What follows belongs to an exercise in optimizing a design on an open flow for small area and a short achievable clock period; a production flow would make more cautious choices. Function was checked by simulation only, so behaviour that the tests miss may differ from the original. Power is estimated from default activity; no workload was simulated.

`flow/design.v`:
```
module rgst #(
    parameter w=32
)(
    input sl, ss, sh, input [w-1:0] dl, ds, dh, output [w-1:0] d
);
    assign d = ({w{sl}} & dl) | ({w{ss}} & ds) | ({w{sh}} & dh);
endmodule
module selo (input sl, sh, input [31:0] dl, dh, output [31:0] on);
    assign on = ~(({32{sl}} & dl) | ({32{sh}} & dh));
endmodule
module selh (input sh, input [31:0] dh, output [31:0] on);
    assign on = ~({32{sh}} & dh);
endmodule
module sel1 (input sl, sh, input [31:0] dh, output [31:0] on);
    assign on = ~({32{sl}} | ({32{sh}} & dh));
endmodule
module nandb (input s, input [31:0] a, output [31:0] y);
    assign y = ~({32{s}} & a);
endmodule
module nandw (input [31:0] a, b, output [31:0] y);
    assign y = ~(a & b);
endmodule
module norw (input [31:0] a, b, output [31:0] y);
    assign y = ~(a | b);
endmodule
module orw (input [31:0] a, b, output [31:0] y);
    assign y = a | b;
endmodule
module andw (input [31:0] a, b, output [31:0] y);
    assign y = a & b;
endmodule
module xor2w (input [31:0] a, b, output [31:0] y);
    assign y = a ^ b;
endmodule
module andnw (input [31:0] a, b, output [31:0] y);
    assign y = a & ~b;
endmodule
module aow (input [31:0] o, a, b, output [31:0] y);
    assign y = o | (b & a);
endmodule
module maj3w (input [31:0] a, b, c, output [31:0] y);
    assign y = (a & b) | (c & (a | b));
endmodule
module xor3w (input [31:0] a, b, c, output [31:0] y);
    wire [31:0] ab;
    xor2w x0(.a(a), .b(b), .y(ab));
    xor2w x1(.a(ab), .b(c), .y(y));
endmodule
module pfxw #(
    parameter S=1, parameter INV=0
)(
    input [31:0] g, t, output [31:0] go, to
);
    genvar i;
    generate
        for (i = 0; i < 32; i = i + 1) begin: b
            if (i >= S) begin: c
                if (INV) begin: n
                    assign go[i] = ~(g[i] & (t[i] | g[i-S]));
                    assign to[i] = ~(t[i] | t[i-S]);
                end else begin: p
                    assign go[i] = ~(g[i] | (t[i] & g[i-S]));
                    assign to[i] = ~(t[i] & t[i-S]);
                end
            end else begin: l
                assign go[i] = ~g[i];
                assign to[i] = 1'b0;
            end
        end
    endgenerate
endmodule
module addgt (
    input [31:0] gn, tn, output [31:0] s
);
    wire [31:0] x, g1, t1, g2, t2, g3, t3, g4, t4, g5, t5;
    norw  ux(.a(tn), .b(~gn), .y(x));
    pfxw #(.S(1),  .INV(1)) u1(.g(gn), .t(tn), .go(g1), .to(t1));
    pfxw #(.S(2),  .INV(0)) u2(.g(g1), .t(t1), .go(g2), .to(t2));
    pfxw #(.S(4),  .INV(1)) u3(.g(g2), .t(t2), .go(g3), .to(t3));
    pfxw #(.S(8),  .INV(0)) u4(.g(g3), .t(t3), .go(g4), .to(t4));
    pfxw #(.S(16), .INV(1)) u5(.g(g4), .t(t4), .go(g5), .to(t5));
    xor2w us(.a(x), .b({g5[30:0], 1'b0}), .y(s));
endmodule
module csa4 (
    input [31:0] a, b, c, d, output [31:0] gn, tn
);
    wire [31:0] acx, aca, aco, s1, c1, c1s, sc, s, c2, k;
    xor2w x0(.a(a), .b(c), .y(acx));
    andw  a0(.a(a), .b(c), .y(aca));
    orw   o0(.a(a), .b(c), .y(aco));
    xor2w x1(.a(acx), .b(b), .y(s1));
    aow   j1(.o(aca), .a(aco), .b(b), .y(c1));
    assign c1s = {c1[30:0], 1'b0};
    xor2w x2(.a(s1), .b(c1s), .y(sc));
    xor2w x3(.a(sc), .b(d), .y(s));
    maj3w j2(.a(s1), .b(c1s), .c(d), .y(c2));
    assign k = {c2[30:0], 1'b0};
    nandw n0(.a(s), .b(k), .y(gn));
    norw  r0(.a(s), .b(k), .y(tn));
endmodule
module mschdpath (
    input clk, rst_b,ld_merg,upd_mreg, input [511:0] blk, output [31:0] m0
);
    function [31:0] Word32(input [511:0]blk, input [3:0]idx); begin
        Word32 = blk[511-32*idx -:32];end
    endfunction
    wire sl = upd_mreg & ld_merg;
    wire ss = upd_mreg & ~ld_merg;
    wire sh = ~upd_mreg;
    reg z;
    always @ (posedge clk, negedge rst_b)
        if (!rst_b)   z <= 1'b1;
        else if (sl)  z <= 1'b0;
    reg [31:0] m[0:14];
    reg [31:0] pg, pt;
    wire [31:0] dm[0:14];
    wire [31:0] dpg, dpt;
    rgst #(.w(32)) s0(.sl(sl), .ss(ss & ~z), .sh(sh), .dl(Word32(blk,0)), .ds(m[1]), .dh(m[0]), .d(dm[0]));
    always @ (posedge clk, negedge rst_b)
        if (!rst_b) m[0] <= 32'd0;
        else        m[0] <= dm[0];
    genvar k;
    generate
        for (k = 1; k < 14; k = k + 1) begin: wd
            rgst #(.w(32)) sk(.sl(sl), .ss(ss), .sh(sh), .dl(Word32(blk,k)), .ds(m[k+1]), .dh(m[k]), .d(dm[k]));
        end
    endgenerate
    wire [31:0] sum14, o14, n14;
    addgt u_add(.gn(pg), .tn(pt), .s(sum14));
    selo  o_14(.sl(sl), .sh(sh), .dl(Word32(blk,14)), .dh(m[14]), .on(o14));
    nandb n_14(.s(ss), .a(sum14), .y(n14));
    nandw f_14(.a(n14), .b(o14), .y(dm[14]));
    wire [31:0] x1 = m[1], x14 = m[14];
    wire [31:0] sg0, sg1;
    xor3w u_s0(.a({x1[6:0], x1[31:7]}), .b({x1[17:0], x1[31:18]}), .c({3'b000, x1[31:3]}), .y(sg0));
    xor3w u_s1(.a({x14[16:0], x14[31:17]}), .b({x14[18:0], x14[31:19]}), .c({10'd0, x14[31:10]}), .y(sg1));
    wire [31:0] gn, tn;
    csa4 u_csa(.a(m[0]), .b(sg0), .c(m[9]), .d(sg1), .gn(gn), .tn(tn));
    wire [31:0] og, ng, ot, nt;
    sel1  o_g(.sl(sl), .sh(sh), .dh(pg), .on(og));
    nandb n_g(.s(ss), .a(gn), .y(ng));
    nandw f_g(.a(ng), .b(og), .y(dpg));
    selo  o_t(.sl(sl), .sh(sh), .dl(~Word32(blk,15)), .dh(pt), .on(ot));
    nandb n_t(.s(ss), .a(tn), .y(nt));
    nandw f_t(.a(nt), .b(ot), .y(dpt));
    integer i;
    always @ (posedge clk) begin
        for (i = 1; i < 15; i = i + 1) m[i] <= dm[i];
        pg <= dpg;
        pt <= dpt;
    end
    assign m0 = m[0];
endmodule
```
`flow/run.sh`:
```
#!/bin/bash
# synth_recipe.tcl (not shown) runs the flow's synth.tcl, then flattens the netlist and writes it again
# the make line also repeats each setting of config.mk as NAME=value (left out here)
make -C /OpenROAD-flow-scripts/flow DESIGN_CONFIG=/design/flow/config.mk WORK_HOME=/design/flow/orfs CLKGATE_MAP_FILE= SYNTH_SCRIPT=/design/flow/synth_recipe.tcl finish
```
`flow/config.mk`:
```
export PLATFORM = sky130hd
export DESIGN_NAME = mschdpath
export DESIGN_NICKNAME = mschdpath
export VERILOG_FILES = /design/flow/design.v
export SDC_FILE = /design/flow/constraint.sdc
export NUM_CORES = 4
export LEC_CHECK = 0
export CAP_MARGIN = 20
export CORE_MARGIN = 2
export CORE_UTILIZATION = 40
export SETUP_SLACK_MARGIN = 2.5
export SLEW_MARGIN = 20
export SYNTH_HIERARCHICAL = 1
```
`flow/constraint.sdc`:
```
create_clock -name core_clock -period 4.5 [get_ports {clk}]
set_input_delay 0.9000 -clock core_clock [delete_from_list [all_inputs] [get_ports {clk}]]
set_output_delay 0.9000 -clock core_clock [all_outputs]
set_load 0.01 [all_outputs]
```
==> flow_metrics.env, run 1 <==
export IMPL_synth_area_mm2=0.02498
export IMPL_vdd_ir_drop_worst_mv=0.3095
export IMPL_max_freq_mhz=474.7
export IMPL_finClkSkew_ps=21.65
export IMPL_grt_met2_usage_pct=50.09
export IMPL_antenna_found_initial=26
export IMPL_dp_worst_setup_slack_ps=1057
export IMPL_count_of_final_hold_check_violations=0
export IMPL_grt_util_met1_pct=37.76
export IMPL_drv_cap=0
export IMPL_io_buffers=547
export IMPL_synth_cells=2711
export IMPL_full_die_area_mm2=0.06446
export IMPL_required_ps=3600
export IMPL_endpoint_kind="output pin"
export IMPL_final_area_mm2=0.03436
export IMPL_critical_path_max_stage_delay_ps=450
export IMPL_cts_buffers=59
export IMPL_routed_wire_length_per_instance_um=24.03
export IMPL_rsz0062_at_grt="true"
export IMPL_globalRoute_busiestLayer="met2"
export IMPL_dp_final_hpwl_um=72910
export IMPL_flow_area_growth_from_synthesis_pct=37.56
export IMPL_status="finished clean"
export IMPL_period_minus_slack_ps=2107
export IMPL_grt_overflow=0
export IMPL_cp_max_fo=2
export IMPL_num_io_pins=548
export IMPL_clockBufferDepth=3
export IMPL_route_antenna_remaining_nets=0
export IMPL_totalWireLength_um=100700
export IMPL_clk_root_buffer_cell="sky130_fd_sc_hd__clkbuf_16"
export IMPL_detailed_router_s_first_iteration_violation_count=4257
export IMPL_grt_pass1_wl_um=143100
export IMPL_cpLargestDelayFamily="flip-flops"
export IMPL_setup_slack_ps=2393
export IMPL_power_density_mw_per_mm2=564.6
export IMPL_routabilityCongestion=0.9500
export IMPL_syn_area_per_cell_um2=9.213
export IMPL_core_area_mm2=0.06171
export IMPL_die_height_um=253.9
export IMPL_critical_path_buf_inv_count=1
export IMPL_vias_in_the_first_global_route=22360
export IMPL_r2r_setup_slack_ps=2510
export IMPL_pin_slew_with_the_least_headroom_to_its_limit_ps=932.6
export IMPL_final_core_utilization_pct=55.68
export IMPL_ctsHoldBuffers=0
export IMPL_criticalPathCategory="flip-flop to output pin"
export IMPL_worst_ep_arrival_time_ps=1210
export IMPL_cp_slowest_cell="sky130_fd_sc_hd__dfrtp_2"
export IMPL_gr_usage_all_layers_pct=29.75
export IMPL_leakagePower_uw=0.01657
export IMPL_max_slew_margin_rel_pct=37.82
export IMPL_fp_dieW_um=253.9
export IMPL_ys_warn_count=9
export IMPL_first_pass_iters=14
export IMPL_setup_viol_count_final=0
export IMPL_place_area_mm2=0.03072
export IMPL_clk_insertion_delay_late_ps=630
export IMPL_htree_num_levels=2
export IMPL_cts_sinks=545
export IMPL_slew_viol_final=0
export IMPL_clkSlewWorstSetupHoldPaths_ps=60
export IMPL_hold_path_class="input pin to asynchronous set/reset pin"
export IMPL_dr_total_vias=23460
export IMPL_critical_path_cell_chain="buf_6"
export IMPL_final_min_period_over_clock_period_pct=46.81
export IMPL_cts_tree="done"
export IMPL_placement_rows=91
export IMPL_avgViaCountPerCell=5.598
export IMPL_totalNegativeSetupSlack_ps=0
export IMPL_initial_core_util_pct=40.47
export IMPL_totalPowerFinal_uw=19400
export IMPL_final_layout_size_suffix_gt1_share_pct=12.02
export IMPL_globalRouteMet3Util_pct=5.511
export IMPL_detail_route_drc_violations=0
export IMPL_nets=3805
export IMPL_critical_path_startpoint_type="flip-flop"
export IMPL_grt_max_degree=133
-- flip-flops by register name, indices dropped and copies added (netlist names) --
| name | cells |
|---|---|
| z | 1 |
| m | 480 |
| pg | 32 |
| pt | 32 |
-- stage by stage --
stage / hold slack [ps] / cells
2_1_floorplan: 432.8 / 2726
3_3_place_gp: 443.0 / 3979
5_1_grt: 440.2 / 4189
6_report: 401.4 / 4191
3_5_place_dp: 449.8 / 3979
4_1_cts: 424.8 / 4135
-- placed cells by master (no fill, tap or decap), types with 2 or more instances in the layout --
master	instances
sky130_fd_sc_hd__a21oi_1	80
sky130_fd_sc_hd__a22oi_1	64
sky130_fd_sc_hd__a21oi_2	4
sky130_fd_sc_hd__buf_12	6
sky130_fd_sc_hd__and2_1	31
sky130_fd_sc_hd__xor2_4	5
sky130_fd_sc_hd__buf_16	7
sky130_fd_sc_hd__clkdlybuf4s50_1	512
sky130_fd_sc_hd__conb_1	18
sky130_fd_sc_hd__dfrtp_2	11
sky130_fd_sc_hd__inv_1	543
sky130_fd_sc_hd__clkinv_2	15
sky130_fd_sc_hd__and2_2	2
sky130_fd_sc_hd__buf_4	89
sky130_fd_sc_hd__bufbuf_16	3
sky130_fd_sc_hd__clkbuf_1	10
sky130_fd_sc_hd__nor2_2	5
sky130_fd_sc_hd__xor2_2	63
sky130_fd_sc_hd__dfrtp_1	21
sky130_fd_sc_hd__a21o_1	30
sky130_fd_sc_hd__nor2_1	111
sky130_fd_sc_hd__dfxtp_1	480
sky130_fd_sc_hd__buf_6	33
sky130_fd_sc_hd__or2_1	31
sky130_fd_sc_hd__xor2_1	220
sky130_fd_sc_hd__dfxtp_4	31
sky130_fd_sc_hd__bufinv_16	5
sky130_fd_sc_hd__o21ai_1	71
sky130_fd_sc_hd__clkbuf_2	2
sky130_fd_sc_hd__clkinvlp_4	4
sky130_fd_sc_hd__maj3_2	31
sky130_fd_sc_hd__a222oi_1	448
sky130_fd_sc_hd__diode_2	17
sky130_fd_sc_hd__nand2_1	265
sky130_fd_sc_hd__clkbuf_8	13
sky130_fd_sc_hd__clkbuf_16	61
-- power breakdown --
part / internal [µW] / total (µW) / leakage [µW] / switching [µW]
Clock: 2970 / 5040 / 0.000998 / 2070
Combinational: 3110 / 7200 / 0.0109 / 4090
Sequential: 5820 / 7160 / 0.00471 / 1340
-- metal layers --
metal,wire [µm],part of all wire (%)
met4,3573,3.5
met2,48640,48
met1,40700,40
met5,143,0.14
met3,7633,7.6
-- layout make-up --
type                            count  area, µm²
Fill cell                        5684      27350
Multi-Input combinational cell   1486      11410
Sequential cell                   545      11210
Timing Repair Buffer              653       6590
Inverter                          544       2046
Clock buffer                       84       1743
Tap cell                          837       1047
Clock inverter                     25      272.8
Antenna cell                       17      42.54
-- what timing repair did --
item | in CTS | in global routing
buffers inserted | 41 | 39
resized for setup | 278 | 86
pin swaps | 18 | 53
gates cloned | 6 | 0
setup endpoints to repair | 560 | 223
-- final timing paths --
| kind | end | startpoint | cells after the start |
|---|---|---|---|
| worst max register to register | pt[3] | m[0][3] | 9 |
| worst min register to register | pg[31] | pg[31] | 2 |
| worst min-delay path | m[0][8] | rst_b | 1 |
| worst max-delay path | m0[15] | m[0][15] | 1 |
| min in group core_clock | pg[31] | pg[31] | 2 |
| max in group asynchronous | m[0][14] | rst_b | 1 |
==> inputs of run 2 (changes only) <==
==> flow/flow/run.sh (new file) <==
#!/bin/bash
# Standard layout, but the port buffers are the smallest buffer (buf_1)
# rather than the delay cell buffer_ports picks by default.
set -o pipefail
export BUFFER_PORTS_ARGS="-buffer_cell sky130_fd_sc_hd__buf_1"
bash standard.sh > standard_flow.log 2>&1
==> flow/standard.sh (new file) <==
#!/bin/bash
# synth_recipe.tcl (not shown) runs the flow's synth.tcl, then flattens the netlist and writes it again
# the make line also repeats each setting of config.mk as NAME=value (left out here)
make -C /OpenROAD-flow-scripts/flow DESIGN_CONFIG=/design/flow/config.mk WORK_HOME=/design/flow/orfs CLKGATE_MAP_FILE= SYNTH_SCRIPT=/design/flow/synth_recipe.tcl "${@:-finish}"
removed: flow/run.sh
==> run 2 against run 1 <==
  * Via count decreased by 1.8%
  * Synthesized area unchanged
  * Non-clock buffer count increased by 20
  * Largest power group is now registers
  * Critical endpoint unchanged
  * Register-to-register slack improved by 20 ps
  * Hold slack improved by 28 ps
  * Count of clock-buffer cells in the layout increased by 2
  * Sequential power about the same
==> flow_metrics.env, run 2 <==
export IMPL_status="finished clean"
export IMPL_cts_sinks=545
export IMPL_syn_area_per_cell_um2=9.213
export IMPL_final_min_period_over_clock_period_pct=47.11
export IMPL_io_buffers=547
export IMPL_final_area_mm2=0.03116
export IMPL_drv_cap=0
export IMPL_fp_dieW_um=253.9
export IMPL_cts_tree="done"
export IMPL_cp_max_fo=2
export IMPL_leakagePower_uw=0.01519
export IMPL_grt_pass1_wl_um=134800
export IMPL_pin_slew_with_the_least_headroom_to_its_limit_ps=1059
export IMPL_critical_path_cell_chain="clkbuf_2"
export IMPL_worst_ep_arrival_time_ps=1220
export IMPL_largest_reg_flops=480
export IMPL_intPower_uw=11560
export IMPL_nFillCells=6020
export IMPL_r2r_setup_slack_ps=2530
export IMPL_grt_overflow=0
export IMPL_synth_cells=2711
export IMPL_critical_path_startpoint_type="flip-flop"
export IMPL_rsz0062_at_grt="true"
export IMPL_final_core_utilization_pct=50.50
export IMPL_share_comb_of_total_power_pct=35.9
export IMPL_critical_path_buf_inv_count=1
export IMPL_place_area_mm2=0.02738
export IMPL_cp_slowest_cell="sky130_fd_sc_hd__dfrtp_2"
export IMPL_cpLargestDelayFamily="flip-flops"
export IMPL_routed_wire_length_per_instance_um=22.58
export IMPL_totalWireLength_um=95110
export IMPL_mostFrequentLayoutCell="sky130_fd_sc_hd__inv_1"
export IMPL_required_ps=3600
export IMPL_setup_viol_count_final=0
export IMPL_period_minus_slack_ps=2120
export IMPL_antenna_found_initial=22
export IMPL_reg2reg_depth=8
export IMPL_htree_num_levels=2
export IMPL_reg2reg_to="pg[1]"
export IMPL_totalNegativeSetupSlack_ps=0
export IMPL_synth_area_mm2=0.02498
export IMPL_core_area_mm2=0.06171
export IMPL_nets=3825
export IMPL_final_cell_mix="sky130_fd_sc_hd__inv_1, sky130_fd_sc_hd__buf_1, sky130_fd_sc_hd__dfxtp_1, sky130_fd_sc_hd__a222oi_1, sky130_fd_sc_hd__nand2_1"
export IMPL_worst_setup_path_startpoint="m[0][15]"
export IMPL_first_pass_iters=14
export IMPL_critical_path_max_stage_delay_ps=440
export IMPL_detail_route_drc_violations=0
export IMPL_avgViaCountPerCell=5.469
export IMPL_dr_total_vias=23040
export IMPL_finClkSkew_ps=47.23
export IMPL_clk_insertion_delay_late_ps=650
export IMPL_vdd_ir_drop_worst_mv=0.3792
export IMPL_ys_warn_count=9
export IMPL_pwr_share_seq_pct=37.7
export IMPL_detailed_router_s_first_iteration_violation_count=4292
export IMPL_slew_viol_final=0
export IMPL_power_density_mw_per_mm2=608.7
export IMPL_reg_largest_list="m (480), pg (32), pt (32)"
export IMPL_count_of_final_hold_check_violations=0
export IMPL_max_slew_margin_rel_pct=29.40
export IMPL_worstReg2RegStart="m[1][18]"
export IMPL_gr_usage_all_layers_pct=27.87
export IMPL_endpoint_kind="output pin"
export IMPL_criticalPathCategory="flip-flop to output pin"
export IMPL_routabilityCongestion=0.9546
export IMPL_dp_final_hpwl_um=69180
export IMPL_clockBufferDepth=3
export IMPL_grt_max_degree=213
export IMPL_route_antenna_remaining_nets=0
export IMPL_switching_power_uw=7411
export IMPL_sw_frac_of_total_pct=39.07
export IMPL_die_height_um=253.9
export IMPL_max_freq_mhz=471.7
export IMPL_final_layout_size_suffix_gt1_share_pct=12.18
export IMPL_initial_core_util_pct=40.47
export IMPL_ctsHoldBuffers=0
export IMPL_hold_path_class="input pin to asynchronous set/reset pin"
export IMPL_vias_in_the_first_global_route=21360
export IMPL_clk_root_buffer_cell="sky130_fd_sc_hd__clkbuf_16"
export IMPL_full_die_area_mm2=0.06446
export IMPL_p_clk_share_pct=26.4
export IMPL_flow_area_growth_from_synthesis_pct=24.77
export IMPL_num_io_pins=548
export IMPL_placement_rows=91
export IMPL_max_flop_register="m"
export IMPL_clkSlewWorstSetupHoldPaths_ps=60
export IMPL_cts_buffers=59
==> run 2: metal layers <==
layer	wire (µm)	up-vias	GRT usage (%)
li1	-	10870	-
met4	3369	12	11.56
met2	45170	1041	45.32
met3	7228	173	5.029
met1	39250	10940	36.39
met5	85	-	0
==> run 2: stage by stage <==
stage | hold slack, ps | total power (µW) | setup slack, ps | std cells
after floorplan | 432.8 | 11250 | 2155 | 2726
after global routing | 449.3 | 20040 | 2345 | 4209
after global placement | 445.1 | 13260 | 1763 | 3986
after CTS | 444.1 | 18620 | 2349 | 4143
final | 429.0 | 18970 | 2380 | 4212
after detailed placement | 446.2 | 13310 | 1765 | 3986
==> run 2: how the worst max path moves through the flow <==
stage                 to  slack (ps)  depth (start not counted)
6_report          m0[15]        2380                          1
3_3_place_gp    m[7][30]        1760                          5
4_1_cts           m0[14]        2350                          1
2_1_floorplan  m[10][30]        2150                          4
5_1_grt           m0[14]        2340                          1
3_5_place_dp    m[12][0]        1770                          6
==> run 2: timing repair <==
action / CTS / global route
resized for setup: 151 / 86
setup buffers: 47 / 50
endpoints found under the setup margin: 159 / 382
cloned: 1 / 1
pin swaps: 25 / 76
endpoints found under the hold margin: 0 / 0
==> run 2: power groups by stage <==
stage	registers [µW]	logic, µW	clock network [µW]
floorplan	6580	4680	0
detailed placement	7210	6100	0
finish	7150	6810	5010
global placement	7210	6050	0
CTS	7110	6430	5080
global route	7230	7540	5260
==> run 2: cell type report <==
cell class / count / area (µm²) / share of cell area, %
clock buffer: 86 / 1718 / 5.513
timing repair buffer: 673 / 3398 / 10.90
inverter: 544 / 2046 / 6.564
clock inverter: 23 / 269.0 / 0.8632
tap: 837 / 1047 / 3.360
sequential: 545 / 11210 / 35.97
multi-input combinational: 1486 / 11430 / 36.68
antenna: 18 / 45.04 / 0.1445
==> inputs of run 3 (changes only) <==
--- a/flow/config.mk
+++ b/flow/config.mk
@@ -9,4 +9,6 @@
 export CORE_MARGIN = 2
 export CORE_UTILIZATION = 40
+export CTS_CLUSTER_DIAMETER = 70
+export CTS_CLUSTER_SIZE = 30
 export SETUP_SLACK_MARGIN = 2.5
 export SLEW_MARGIN = 20
==> run 3 against run 2 <==
  * Still clean
  * Hold slack better by 23 ps
  * Die area stayed put
  * Highest routed layer unchanged
  * Largest power group unchanged
  * Critical endpoint is now m0[14]
  * Setup slack better by 31 ps
==> flow_metrics.env, run 3 <==
export IMPL_status="finished clean"
export IMPL_reg_largest_list="m (480), pg (32), pt (32)"
export IMPL_syn_area_per_cell_um2=9.213
export IMPL_nets=3795
export IMPL_synth_cells=2711
export IMPL_detailed_router_s_first_iteration_violation_count=4173
export IMPL_final_cell_mix="sky130_fd_sc_hd__inv_1, sky130_fd_sc_hd__buf_1, sky130_fd_sc_hd__dfxtp_1, sky130_fd_sc_hd__a222oi_1, sky130_fd_sc_hd__nand2_1"
export IMPL_initial_core_util_pct=40.47
export IMPL_max_freq_mhz=478.7
export IMPL_grt_max_degree=213
export IMPL_placement_rows=91
export IMPL_clockBufferDepth=3
export IMPL_pin_slew_with_the_least_headroom_to_its_limit_ps=1048
export IMPL_nFillCells=6114
export IMPL_cts_tree="done"
export IMPL_finClkSkew_ps=32.52
export IMPL_period_minus_slack_ps=2089
export IMPL_clk_insertion_delay_late_ps=600
export IMPL_critical_path_max_stage_delay_ps=450
export IMPL_endpoint_kind="output pin"
export IMPL_required_ps=3600
export IMPL_critical_path_buf_inv_count=1
export IMPL_hold_path_class="input pin to asynchronous set/reset pin"
export IMPL_route_antenna_remaining_nets=0
export IMPL_cts_sinks=545
export IMPL_drv_cap=0
export IMPL_full_die_area_mm2=0.06446
export IMPL_criticalPathCategory="flip-flop to output pin"
export IMPL_grt_pass1_wl_um=132800
export IMPL_power_density_mw_per_mm2=586.1
export IMPL_clkSlewWorstSetupHoldPaths_ps=110
export IMPL_core_area_mm2=0.06171
export IMPL_critical_path_cell_chain="buf_6"
export IMPL_critical_path_startpoint_type="flip-flop"
export IMPL_cp_max_fo=2
export IMPL_rsz0062_at_grt="true"
export IMPL_cts_buffers=37
export IMPL_vias_in_the_first_global_route=21070
export IMPL_grt_overflow=0
export IMPL_clk_root_buffer_cell="sky130_fd_sc_hd__clkbuf_16"
export IMPL_slew_viol_final=0
export IMPL_place_area_mm2=0.02738
export IMPL_max_slew_margin_rel_pct=30.10
export IMPL_worst_ep_arrival_time_ps=1190
export IMPL_routabilityCongestion=0.9546
export IMPL_numPlacedInstances=3986
export IMPL_avgViaCountPerCell=5.456
export IMPL_synth_area_mm2=0.02498
export IMPL_cpLargestDelayFamily="flip-flops"
export IMPL_io_buffers=547
export IMPL_setup_viol_count_final=0
export IMPL_final_area_mm2=0.03039
export IMPL_num_io_pins=548
export IMPL_final_min_period_over_clock_period_pct=46.42
export IMPL_htree_num_levels=2
export IMPL_die_height_um=253.9
export IMPL_flow_area_growth_from_synthesis_pct=21.69
export IMPL_leakagePower_uw=0.01484
export IMPL_max_flop_register="m"
export IMPL_fp_dieW_um=253.9
export IMPL_totalNegativeSetupSlack_ps=0
export IMPL_largest_reg_flops=480
export IMPL_detail_route_drc_violations=0
export IMPL_ys_warn_count=9
export IMPL_totalWireLength_um=93820
export IMPL_antenna_found_initial=22
export IMPL_dr_total_vias=22710
export IMPL_final_cell_count_no_fill=4162
export IMPL_first_pass_iters=14
export IMPL_final_layout_size_suffix_gt1_share_pct=11.09
export IMPL_vdd_ir_drop_worst_mv=0.3133
export IMPL_routed_wire_length_per_instance_um=22.54
export IMPL_mostFrequentLayoutCell="sky130_fd_sc_hd__inv_1"
export IMPL_count_of_final_hold_check_violations=0
export IMPL_gr_usage_all_layers_pct=27.49
export IMPL_dp_final_hpwl_um=69180
export IMPL_cp_slowest_cell="sky130_fd_sc_hd__dfrtp_2"
[run 3: cell types whose count changed in the layout (fill, tap and decap cells not counted), moves of 4 or more]
cell,before,now
sky130_fd_sc_hd__clkbuf_1,13,0
sky130_fd_sc_hd__clkbuf_16,59,39
sky130_fd_sc_hd__xor2_4,10,4
sky130_fd_sc_hd__inv_8,1,5
sky130_fd_sc_hd__clkbuf_8,14,1
sky130_fd_sc_hd__buf_4,112,104
sky130_fd_sc_hd__xor2_1,222,229
sky130_fd_sc_hd__inv_16,1,6
sky130_fd_sc_hd__clkinv_2,13,2
sky130_fd_sc_hd__inv_6,0,6
[run 3: final timing paths]
kind | start | to | slack, ps | depth (start not counted)
min in group core_clock | pg[31] | pg[31] | 470 | 2
max | m[0][14] | m0[14] | 2410 | 1
max reg2reg | m[1][18] | pg[1] | 2520 | 8
min | rst_b | m[0][1] | 450 | 1
min reg2reg | pg[31] | pg[31] | 470 | 2
max in group asynchronous | rst_b | m[0][10] | 3340 | 1
[run 3: area by class of cell]
| class | count | area, µm² | area share, % |
|---|---|---|---|
| diodes | 17 | 42.54 | 0.1400 |
| clock buffers | 40 | 989.7 | 3.256 |
| clock inverters | 28 | 410.4 | 1.350 |
| inverters | 544 | 2046 | 6.731 |
| multi-input cells | 1486 | 11310 | 37.21 |
| flip-flops and latches | 545 | 11210 | 36.88 |
| well taps | 837 | 1047 | 3.446 |
| repair buffers | 665 | 3339 | 10.99 |
[run 3: what timing repair did]
item	4_1_cts	5_1_grt
pin swaps	23	68
buffers inserted	48	41
setup endpoints to repair	355	352
gates resized for setup	152	73
hold buffers	0	0
cloned	1	1
[run 3: through the flow]
| step | utilization (%) | total power, µW | setup WS (ps) | hold slack, ps |
|---|---|---|---|---|
| 2_1_floorplan | - | 11250 | 2155 | 432.8 |
| 3_3_place_gp | 44.37 | 13260 | 1763 | 445.1 |
| 3_5_place_dp | 44.37 | 13310 | 1765 | 446.2 |
| 4_1_cts | 48.02 | 17550 | 2375 | 465.3 |
| 5_1_grt | 49.24 | 18860 | 2374 | 480.2 |
| 6_report | 49.25 | 17810 | 2411 | 452.3 |
[run 3: power breakdown]
group	internal [µW]	switching [µW]	total, µW
clock network	1830	2120	3960
logic	2800	3920	6720
registers	5810	1330	7130
total	10400	7370	17800
[run 3: metal layers]
metal / track usage (%) / part of all wire [%] / wire, µm / up-vias
met5: 0 / 0.10 / 98 / -
met3: 4.978 / 7.4 / 6910 / 165
met1: 35.76 / 41 / 38850 / 10790
met2: 45.13 / 48 / 44730 / 939
li1: - / - / - / 10800
met4: 10.82 / 3.4 / 3230 / 14
==> inputs of run 4 (changes only) <==
--- a/flow/config.mk
+++ b/flow/config.mk
@@ -8,7 +8,8 @@
 export CAP_MARGIN = 20
 export CORE_MARGIN = 2
-export CORE_UTILIZATION = 40
+export CORE_UTILIZATION = 55
 export CTS_CLUSTER_DIAMETER = 70
 export CTS_CLUSTER_SIZE = 30
+export PLACE_DENSITY = 0.65
 export SETUP_SLACK_MARGIN = 2.5
 export SLEW_MARGIN = 20
==> run 4 against run 3 <==
  * Still clean
  * Fmax is 0.53% higher
  * Critical path depth did not move
  * Clock power shrank 3%
  * Sequential power barely moved
  * Non-clock buffer count is 20 lower
  * Cell count decreased by 6.2%
  * Largest cell class is now flip-flops and latches
  * Largest power group unchanged
  * Highest routed layer unchanged
==> flow_metrics.env, run 4 <==
export IMPL_final_core_utilization_pct=66.09
export IMPL_ys_warn_count=9
export IMPL_cpLargestDelayFamily="flip-flops"
export IMPL_routed_wire_length_per_instance_um=23.33
export IMPL_switching_power_uw=7419
export IMPL_status="finished clean"
export IMPL_endpoint_kind="output pin"
export IMPL_detailed_router_s_first_iteration_violation_count=4922
export IMPL_synth_area_mm2=0.02498
export IMPL_final_min_period_over_clock_period_pct=46.17
export IMPL_critical_path_buf_inv_count=1
export IMPL_required_ps=3600
export IMPL_flow_area_growth_from_synthesis_pct=19.30
export IMPL_final_layout_size_suffix_gt1_share_pct=9.778
export IMPL_dp_final_hpwl_um=66130
export IMPL_max_slew_margin_rel_pct=35.12
export IMPL_rsz0062_at_grt="true"
export IMPL_cp_slowest_cell="sky130_fd_sc_hd__dfrtp_2"
export IMPL_count_of_final_hold_check_violations=0
export IMPL_initial_core_util_pct=55.40
export IMPL_grt_overflow=0
export IMPL_share_comb_of_total_power_pct=38.0
export IMPL_grt_max_degree=255
export IMPL_largest_reg_flops=480
export IMPL_finClkSkew_ps=27.37
export IMPL_max_flop_register="m"
export IMPL_reg_largest_list="m (480), pg (32), pt (32)"
export IMPL_vias_in_the_first_global_route=21670
export IMPL_antenna_found_initial=27
export IMPL_die_height_um=217.1
export IMPL_first_pass_iters=14
export IMPL_io_buffers=547
export IMPL_full_die_area_mm2=0.04713
export IMPL_critical_path_max_stage_delay_ps=450
export IMPL_slew_viol_final=0
export IMPL_nets=3773
export IMPL_grt_pass1_wl_um=130200
export IMPL_period_minus_slack_ps=2078
export IMPL_cts_tree="done"
export IMPL_htree_num_levels=2
export IMPL_route_antenna_remaining_nets=0
export IMPL_dr_total_vias=23480
export IMPL_pwr_share_seq_pct=40.3
export IMPL_clkSlewWorstSetupHoldPaths_ps=110
export IMPL_placement_rows=78
export IMPL_dp_worst_setup_slack_ps=1739
export IMPL_drv_cap=0
export IMPL_setup_viol_count_final=0
export IMPL_clk_insertion_delay_late_ps=600
export IMPL_totalWireLength_um=91050
export IMPL_power_density_mw_per_mm2=596.3
export IMPL_routabilityCongestion=0.9877
export IMPL_intPower_uw=10350
export IMPL_clk_root_buffer_cell="sky130_fd_sc_hd__clkbuf_16"
export IMPL_syn_area_per_cell_um2=9.213
export IMPL_avgViaCountPerCell=6.018
export IMPL_vdd_ir_drop_worst_mv=0.4954
export IMPL_final_cell_mix="sky130_fd_sc_hd__inv_1, sky130_fd_sc_hd__buf_1, sky130_fd_sc_hd__dfxtp_1, sky130_fd_sc_hd__a222oi_1, sky130_fd_sc_hd__nand2_1"
export IMPL_worst_hold_slack_ps=415.7
export IMPL_leakagePower_uw=0.01469
export IMPL_max_freq_mhz=481.3
export IMPL_num_io_pins=548
export IMPL_worst_ep_arrival_time_ps=1180
export IMPL_fp_dieW_um=217.1
export IMPL_cts_buffers=37
export IMPL_criticalPathCategory="flip-flop to output pin"
export IMPL_setup_slack_ps=2422
export IMPL_critical_path_cell_chain="buf_6"
export IMPL_synth_cells=2711
export IMPL_pin_slew_with_the_least_headroom_to_its_limit_ps=973.2
export IMPL_clockBufferDepth=3
export IMPL_critical_path_startpoint_type="flip-flop"
export IMPL_sw_frac_of_total_pct=41.75
export IMPL_cp_max_fo=2
export IMPL_totalNegativeSetupSlack_ps=0
export IMPL_detail_route_drc_violations=0
export IMPL_core_area_mm2=0.04509
export IMPL_hold_path_class="input pin to asynchronous set/reset pin"
export IMPL_cts_sinks=545
export IMPL_mostFrequentLayoutCell="sky130_fd_sc_hd__inv_1"
export IMPL_totalPowerFinal_uw=17770
export IMPL_p_clk_share_pct=21.8
export IMPL_gr_usage_all_layers_pct=36.40
run 4: cell type report:
type / count / area [µm²]
antenna: 19 / 47.55
clock buffer: 38 / 939.7
clock inverter: 27 / 434.2
fill: 3855 / 15290
inverter: 544 / 2046
multi-input combinational: 1484 / 11180
sequential: 545 / 11200
tap: 600 / 750.7
timing repair buffer: 645 / 3197
run 4: power by group through the flow:
stage	clock network, µW	logic, µW	registers, µW
finish	3860	6750	7160
global route	4080	7410	7220
CTS	3910	6380	7090
detailed placement	0	6100	7190
global placement	0	5970	7170
floorplan	0	4680	6580
run 4: metrics by stage:
step,instances,instance area (µm²)
final,3902,29800
after global routing,3897,29780
after CTS,3848,29080
after detailed placement,3738,26990
after global placement,3738,26990
after floorplan,2726,25060
run 4: worst reg2reg max path: stages (launching register included):
cell	delay, ps
sky130_fd_sc_hd__dfxtp_4	420
sky130_fd_sc_hd__xor2_2	180
sky130_fd_sc_hd__xor2_2	260
sky130_fd_sc_hd__xor2_2	330
sky130_fd_sc_hd__xor2_1	250
sky130_fd_sc_hd__xor2_1	270
sky130_fd_sc_hd__nor2_1	70
sky130_fd_sc_hd__nand2_1	70
sky130_fd_sc_hd__nand2_1	60
run 4: repair_timing:
item                       in CTS  in global routing
pin swaps                      13                 53
hold buffers                    0                  0
setup buffers                  45                 33
gates resized for setup       139                 73
cloned                          0                  1
setup endpoints to repair     309                292
run 4: final timing paths:
path | from | to | slack (ps) | cells past startpoint
max in group asynchronous | rst_b | m[0][18] | 3410 | 1
worst max-delay path | m[0][15] | m0[15] | 2420 | 1
worst max register to register | m[1][18] | pt[0] | 2480 | 8
worst min-delay path | rst_b | m[0][1] | 420 | 1
worst min register to register | m[13][18] | m[13][18] | 470 | 2
min in group core_clock | m[13][18] | m[13][18] | 470 | 2
run 4: metal layers:
metal | GRT usage [%] | part of all wire, % | up-vias
met4 | 14.91 | 3.6 | 18
met2 | 58.74 | 47 | 1281
met3 | 7.952 | 9.8 | 183
met1 | 47.39 | 40 | 11260
li1 | - | - | 10740
met5 | 0 | 0.14 | -
==> inputs of run 5 (changes only) <==
--- a/flow/config.mk
+++ b/flow/config.mk
@@ -8,8 +8,7 @@
 export CAP_MARGIN = 20
 export CORE_MARGIN = 2
-export CORE_UTILIZATION = 55
+export CORE_UTILIZATION = 48
 export CTS_CLUSTER_DIAMETER = 70
 export CTS_CLUSTER_SIZE = 30
-export PLACE_DENSITY = 0.65
 export SETUP_SLACK_MARGIN = 2.5
 export SLEW_MARGIN = 20
==> run 5 against run 4 <==
  * Still clean
  * Combinational power is 2% higher
  * Sequential cell count stayed put
  * Synthesized area stayed put
  * Highest routed layer unchanged
  * Via count hardly changed
  * Clock power is 4% lower
  * Global-route usage is 2.8 points lower
  * Fmax is 1.1% lower
==> flow_metrics.env, run 5 <==
export IMPL_placement_rows=83
export IMPL_clk_insertion_delay_late_ps=590
export IMPL_dp_final_hpwl_um=70190
export IMPL_gr_usage_all_layers_pct=33.59
export IMPL_nets=3811
export IMPL_clk_root_buffer_cell="sky130_fd_sc_hd__clkbuf_16"
export IMPL_sw_frac_of_total_pct=41.95
export IMPL_power_density_mw_per_mm2=587.6
export IMPL_totalPowerFinal_uw=17770
export IMPL_hold_path_class="input pin to asynchronous set/reset pin"
export IMPL_pwr_share_seq_pct=40.3
export IMPL_routed_wire_length_per_instance_um=23.67
export IMPL_finClkSkew_ps=35.59
export IMPL_synth_area_mm2=0.02498
export IMPL_dr_total_vias=23460
export IMPL_cts_tree="done"
export IMPL_cp_slowest_cell="sky130_fd_sc_hd__dfrtp_2"
export IMPL_num_io_pins=548
export IMPL_critical_path_max_stage_delay_ps=470
export IMPL_max_freq_mhz=476.1
export IMPL_pin_slew_with_the_least_headroom_to_its_limit_ps=998.5
export IMPL_first_pass_iters=14
export IMPL_grt_max_degree=166
export IMPL_final_layout_size_suffix_gt1_share_pct=11.20
export IMPL_totalNegativeSetupSlack_ps=0
export IMPL_vias_in_the_first_global_route=21810
export IMPL_core_area_mm2=0.05141
export IMPL_detailed_router_s_first_iteration_violation_count=4322
export IMPL_cpLargestDelayFamily="flip-flops"
export IMPL_vdd_ir_drop_worst_mv=0.3167
export IMPL_critical_path_startpoint_type="flip-flop"
export IMPL_critical_path_buf_inv_count=1
export IMPL_max_slew_margin_rel_pct=33.43
export IMPL_p_clk_share_pct=20.9
export IMPL_avgViaCountPerCell=5.844
export IMPL_largest_reg_flops=480
export IMPL_setup_viol_count_final=0
export IMPL_status="finished clean"
export IMPL_cts_buffers=36
export IMPL_flow_area_growth_from_synthesis_pct=21.08
export IMPL_worst_ep_arrival_time_ps=1200
export IMPL_critical_path_cell_chain="buf_6"
export IMPL_grt_overflow=0
export IMPL_slew_viol_final=0
export IMPL_routabilityCongestion=1.001
export IMPL_io_buffers=547
export IMPL_share_comb_of_total_power_pct=38.8
export IMPL_initial_core_util_pct=48.59
export IMPL_drv_cap=0
export IMPL_mostFrequentLayoutCell="sky130_fd_sc_hd__inv_1"
export IMPL_final_core_utilization_pct=58.83
export IMPL_cp_max_fo=2
export IMPL_detail_route_drc_violations=0
export IMPL_worstReg2RegStart="m[1][7]"
export IMPL_r2r_setup_slack_ps=2480
export IMPL_final_min_period_over_clock_period_pct=46.68
export IMPL_ys_warn_count=9
export IMPL_route_antenna_remaining_nets=0
export IMPL_period_minus_slack_ps=2101
export IMPL_die_height_um=232.1
export IMPL_htree_num_levels=2
export IMPL_reg_largest_list="m (480), pg (32), pt (32)"
export IMPL_syn_area_per_cell_um2=9.213
export IMPL_grt_pass1_wl_um=136000
export IMPL_totalWireLength_um=95020
export IMPL_final_cell_mix="sky130_fd_sc_hd__inv_1, sky130_fd_sc_hd__buf_1, sky130_fd_sc_hd__dfxtp_1, sky130_fd_sc_hd__a222oi_1, sky130_fd_sc_hd__nand2_1"
export IMPL_clockBufferDepth=3
export IMPL_criticalPathCategory="flip-flop to output pin"
export IMPL_full_die_area_mm2=0.05388
export IMPL_rsz0062_at_grt="true"
export IMPL_switching_power_uw=7455
export IMPL_endpoint_kind="output pin"
export IMPL_antenna_found_initial=29
export IMPL_leakagePower_uw=0.01487
export IMPL_count_of_final_hold_check_violations=0
export IMPL_synth_cells=2711
export IMPL_max_flop_register="m"
export IMPL_nFillCells=4757
export IMPL_cts_sinks=545
export IMPL_fp_dieW_um=232.1
export IMPL_reg2reg_to="pt[0]"
export IMPL_clkSlewWorstSetupHoldPaths_ps=100
export IMPL_required_ps=3600
export IMPL_reg2reg_depth=8
export IMPL_intPower_uw=10320
## run 5: stage by stage
step	hold WS (ps)	cell area (µm²)	setup slack, ps	cells
after floorplan	432.8	25060	2155	2726
after global placement	442.2	27280	1404	3840
after detailed placement	449.2	27280	1344	3840
after CTS	459.4	29500	2380	3959
after global routing	492.0	30230	2365	4011
final	448.2	30240	2399	4015
## run 5: power by group through the flow
stage | registers (µW) | logic, µW | clock network [µW]
6_report | 7160 | 6890 | 3720
5_1_grt | 7250 | 7570 | 3950
4_1_cts | 7120 | 6500 | 3780
3_5_place_dp | 7220 | 6190 | 0
3_3_place_gp | 7210 | 6080 | 0
2_1_floorplan | 6580 | 4680 | 0
## run 5: per-layer routing
metal  track usage [%]  wire, µm  share of wire, %  up-vias
met5                 0       213              0.22        -
met4             11.44      2997               3.2       30
met3             7.281      8291               8.7      182
met2             55.35     45030                47     1123
met1             43.53     38490                41    11310
li1                  -         -                 -    10820
## run 5: area by class of cell
class                      count  area (µm²)  area share [%]
tap                          680       850.8           2.813
sequential                   545       11210           37.06
timing repair buffer         679        3481           11.51
inverter                     544        2046           6.764
clock buffer                  38       939.7           3.107
clock inverter                26       346.6           1.146
multi-input combinational   1487       11320           37.44
timing repair inverter         2       12.51         0.04137
antenna                       14       35.03          0.1158
## run 5: what timing repair did
action	4_1_cts	5_1_grt
setup buffers	50	42
endpoints found under the hold margin	0	0
cloned	5	0
gates resized for setup	161	68
hold buffers	0	0
endpoints found under the setup margin	576	355
pin swaps	17	68
## run 5: worst max path at each step
stage	start	end	slack, ps	depth (start not counted)
2_1_floorplan	upd_mreg	m[10][30]	2150	4
3_5_place_dp	upd_mreg	m[9][9]	1340	5
5_1_grt	m[1][8]	pg[1]	2370	8
3_3_place_gp	upd_mreg	m[14][26]	1400	6
6_report	m[0][15]	m0[15]	2400	1
4_1_cts	m[0][15]	m0[15]	2380	1
==> inputs of run 6 (changes only) <==
--- a/flow/config.mk
+++ b/flow/config.mk
@@ -8,7 +8,8 @@
 export CAP_MARGIN = 20
 export CORE_MARGIN = 2
-export CORE_UTILIZATION = 48
+export CORE_UTILIZATION = 62
 export CTS_CLUSTER_DIAMETER = 70
 export CTS_CLUSTER_SIZE = 30
+export PLACE_DENSITY = 0.72
 export SETUP_SLACK_MARGIN = 2.5
 export SLEW_MARGIN = 20
==> run 6 against run 5 <==
  * Cell count decreased by 4.5%
  * Count of clock-buffer cells in the layout is 3 higher
  * Setup slack worse by 300 ps
  * Die area is 22% lower
  * Total power increased by 0.85%
  * Synthesized cell count unchanged
  * Synthesized area unchanged
  * Design area down 1.2%
  * Clock skew decreased by 3.7 ps
  * Wire length hardly changed
  * Hold slack better by 4.3 ps
  * Largest cell class unchanged
  * Largest power group unchanged
==> flow_metrics.env, run 6 <==
export IMPL_route_antenna_remaining_nets=0
export IMPL_num_io_pins=548
export IMPL_place_area_mm2=0.02688
export IMPL_synth_cells=2711
export IMPL_core_area_mm2=0.03973
export IMPL_vias_in_the_first_global_route=22480
export IMPL_final_cell_mix="sky130_fd_sc_hd__inv_1, sky130_fd_sc_hd__buf_1, sky130_fd_sc_hd__dfxtp_1, sky130_fd_sc_hd__a222oi_1, sky130_fd_sc_hd__nand2_1"
export IMPL_antenna_found_initial=21
export IMPL_required_ps=4960
export IMPL_status="finished clean"
export IMPL_fp_dieW_um=204.7
export IMPL_numPlacedInstances=3664
export IMPL_grt_max_degree=146
export IMPL_seqCellArea_mm2=0.01119
export IMPL_routabilityCongestion=0.9640
export IMPL_period_minus_slack_ps=2401
export IMPL_mostFrequentLayoutCell="sky130_fd_sc_hd__inv_1"
export IMPL_area_of_the_multi_input_gates_mm2=0.01130
export IMPL_worst_hold_slack_ps=452.5
export IMPL_endpoint_kind="flip-flop"
export IMPL_r2r_setup_slack_ps=2100
export IMPL_max_freq_mhz=416.6
export IMPL_reg2reg_to="pt[13]"
export IMPL_setup_viol_count_final=0
export IMPL_reg_largest_list="m (480), pg (32), pt (32)"
export IMPL_full_die_area_mm2=0.04191
export IMPL_grt_pass1_wl_um=132500
export IMPL_first_pass_iters=23
export IMPL_detailed_router_s_first_iteration_violation_count=5566
export IMPL_synth_area_mm2=0.02498
export IMPL_max_flop_register="m"
export IMPL_hold_path_class="input pin to asynchronous set/reset pin"
export IMPL_nFillCells=2924
export IMPL_pin_slew_with_the_least_headroom_to_its_limit_ps=986.3
export IMPL_cts_sinks=545
export IMPL_dp_final_hpwl_um=64970
export IMPL_htree_num_levels=2
export IMPL_rsz0062_at_grt="true"
export IMPL_placement_rows=73
export IMPL_leakagePower_uw=0.01478
export IMPL_dr_total_vias=24490
export IMPL_avgViaCountPerCell=6.389
export IMPL_gr_usage_all_layers_pct=41.71
export IMPL_totalWireLength_um=95110
export IMPL_detail_route_drc_violations=0
export IMPL_final_area_mm2=0.02989
export IMPL_final_min_period_over_clock_period_pct=53.35
export IMPL_cts_buffers=36
export IMPL_vdd_ir_drop_worst_mv=0.3923
export IMPL_reg2reg_depth=8
export IMPL_largest_reg_flops=480
export IMPL_final_layout_size_suffix_gt1_share_pct=10.21
export IMPL_syn_area_per_cell_um2=9.213
export IMPL_clockBufferDepth=3
export IMPL_cp_max_fo=5
export IMPL_cts_tree="done"
export IMPL_slew_viol_final=0
export IMPL_drv_cap=0
export IMPL_power_density_mw_per_mm2=599.5
export IMPL_nets=3781
export IMPL_grt_overflow=0
export IMPL_ctsHoldBuffers=0
export IMPL_io_buffers=547
export IMPL_count_of_final_hold_check_violations=0
export IMPL_final_core_utilization_pct=75.24
export IMPL_die_height_um=204.7
export IMPL_flow_area_growth_from_synthesis_pct=19.69
export IMPL_max_slew_margin_rel_pct=34.25
export IMPL_worstReg2RegStart="m[1][31]"
export IMPL_final_cell_count_no_fill=3833
export IMPL_clk_root_buffer_cell="sky130_fd_sc_hd__clkbuf_16"
export IMPL_totalNegativeSetupSlack_ps=0
export IMPL_clk_insertion_delay_late_ps=590
export IMPL_ys_warn_count=9
export IMPL_criticalPathCategory="flip-flop to flip-flop"
export IMPL_initial_core_util_pct=62.87
export IMPL_critical_path_startpoint_type="flip-flop"
export IMPL_finClkSkew_ps=31.90
export IMPL_clkSlewWorstSetupHoldPaths_ps=90
export IMPL_routed_wire_length_per_instance_um=24.81
export IMPL_worst_ep_arrival_time_ps=2860
-- run 6: report_power, final --
part	switching (µW)	internal (µW)	total (µW)
combinational	4100	2780	6880
sequential	1370	5810	7170
clock	2060	1800	3870
total	7530	10400	17900
-- run 6: repair_timing --
item	in CTS	in global routing
buffers inserted	46	37
cloned	5	0
gates resized for setup	148	79
pin swaps	20	58
endpoints found under the setup margin	560	396
-- run 6: how the worst max path moves through the flow --
stage	startpoint	to	slack (ps)	cells past startpoint
after floorplan	upd_mreg	m[10][30]	2150	4
after global routing	m[1][31]	pt[13]	2050	8
final	m[1][31]	pt[13]	2100	8
after detailed placement	upd_mreg	m[3][23]	1490	5
after global placement	upd_mreg	m[1][26]	1590	5
after CTS	m[0][4]	m0[4]	2420	1
-- run 6: per-layer routing --
layer	track usage (%)	routed length (µm)	up-vias	part of all wire, %
met2	65.96	43020	1788	45
met1	53.88	34230	11570	36
li1	-	-	10750	-
met4	21.58	6219	14	6.5
met3	8.606	11530	369	12
met5	0	103	-	0.11
-- run 6: critical path: stages (launching register included) --
cell	delay, ps
sky130_fd_sc_hd__dfxtp_4	440
sky130_fd_sc_hd__xor2_2	230
sky130_fd_sc_hd__xor2_1	570
sky130_fd_sc_hd__xor2_1	360
sky130_fd_sc_hd__xor2_1	230
sky130_fd_sc_hd__xor2_1	200
sky130_fd_sc_hd__nor2_1	80
sky130_fd_sc_hd__nand2_1	100
sky130_fd_sc_hd__nand2_1	60
-- run 6: per-stage QoR --
stage               worst slack (ps)  power [µW]
floorplan                       2155       11250
global placement                1586       13000
detailed placement              1488       13180
CTS                             2419       17270
global route                    2050       18750
finish                          2099       17920
-- run 6: final cells by class --
cell class              instances  area share [%]
multi-input cells            1486           37.79
flip-flops and latches        545           37.43
repair buffers                651           11.01
inverters                     544           6.843
clock buffers                  41           3.252
well taps                     525           2.197
clock inverters                23           1.318
diodes                         17          0.1423
repair inverters                1         0.01674

==> re-timing with driven ports <==
How much do the figures lean on ideal ports? The routed layouts below were timed once more, with nothing changed but the port constraints.
Step 1 sets driving cells, clkbuf_16 on the clock port and buf_2 on the other inputs (assumed; they add their load-dependent delay and slew).
Step 2 also shifts input and output timing later by t, the mid clock arrival at the registers, as if the neighbouring blocks saw the same clock.
a / b / c = ideal ports / drivers / drivers and shift; a / b = the first two.
run	shift t [ns]	setup WS [ns]	worst slew at a driven data input, ns
run 1	0.680	2.393 / 2.331 / 1.976	0.12
run 2	0.688	2.380 / 2.319 / 1.925	0.16
run 3	0.643	2.411 / 2.351 / 1.864	0.15
run 4	0.647	2.422 / 2.357 / 1.917	0.13
run 5	0.641	2.399 / 2.332 / 1.959	0.11
run 6	0.641	2.099 / 2.099 / 1.917	0.13
After both steps every run listed still meets setup and hold. The setup slack of run 3, which loses most, moves by -0.060 ns with the drivers and by -0.547 ns with both steps.
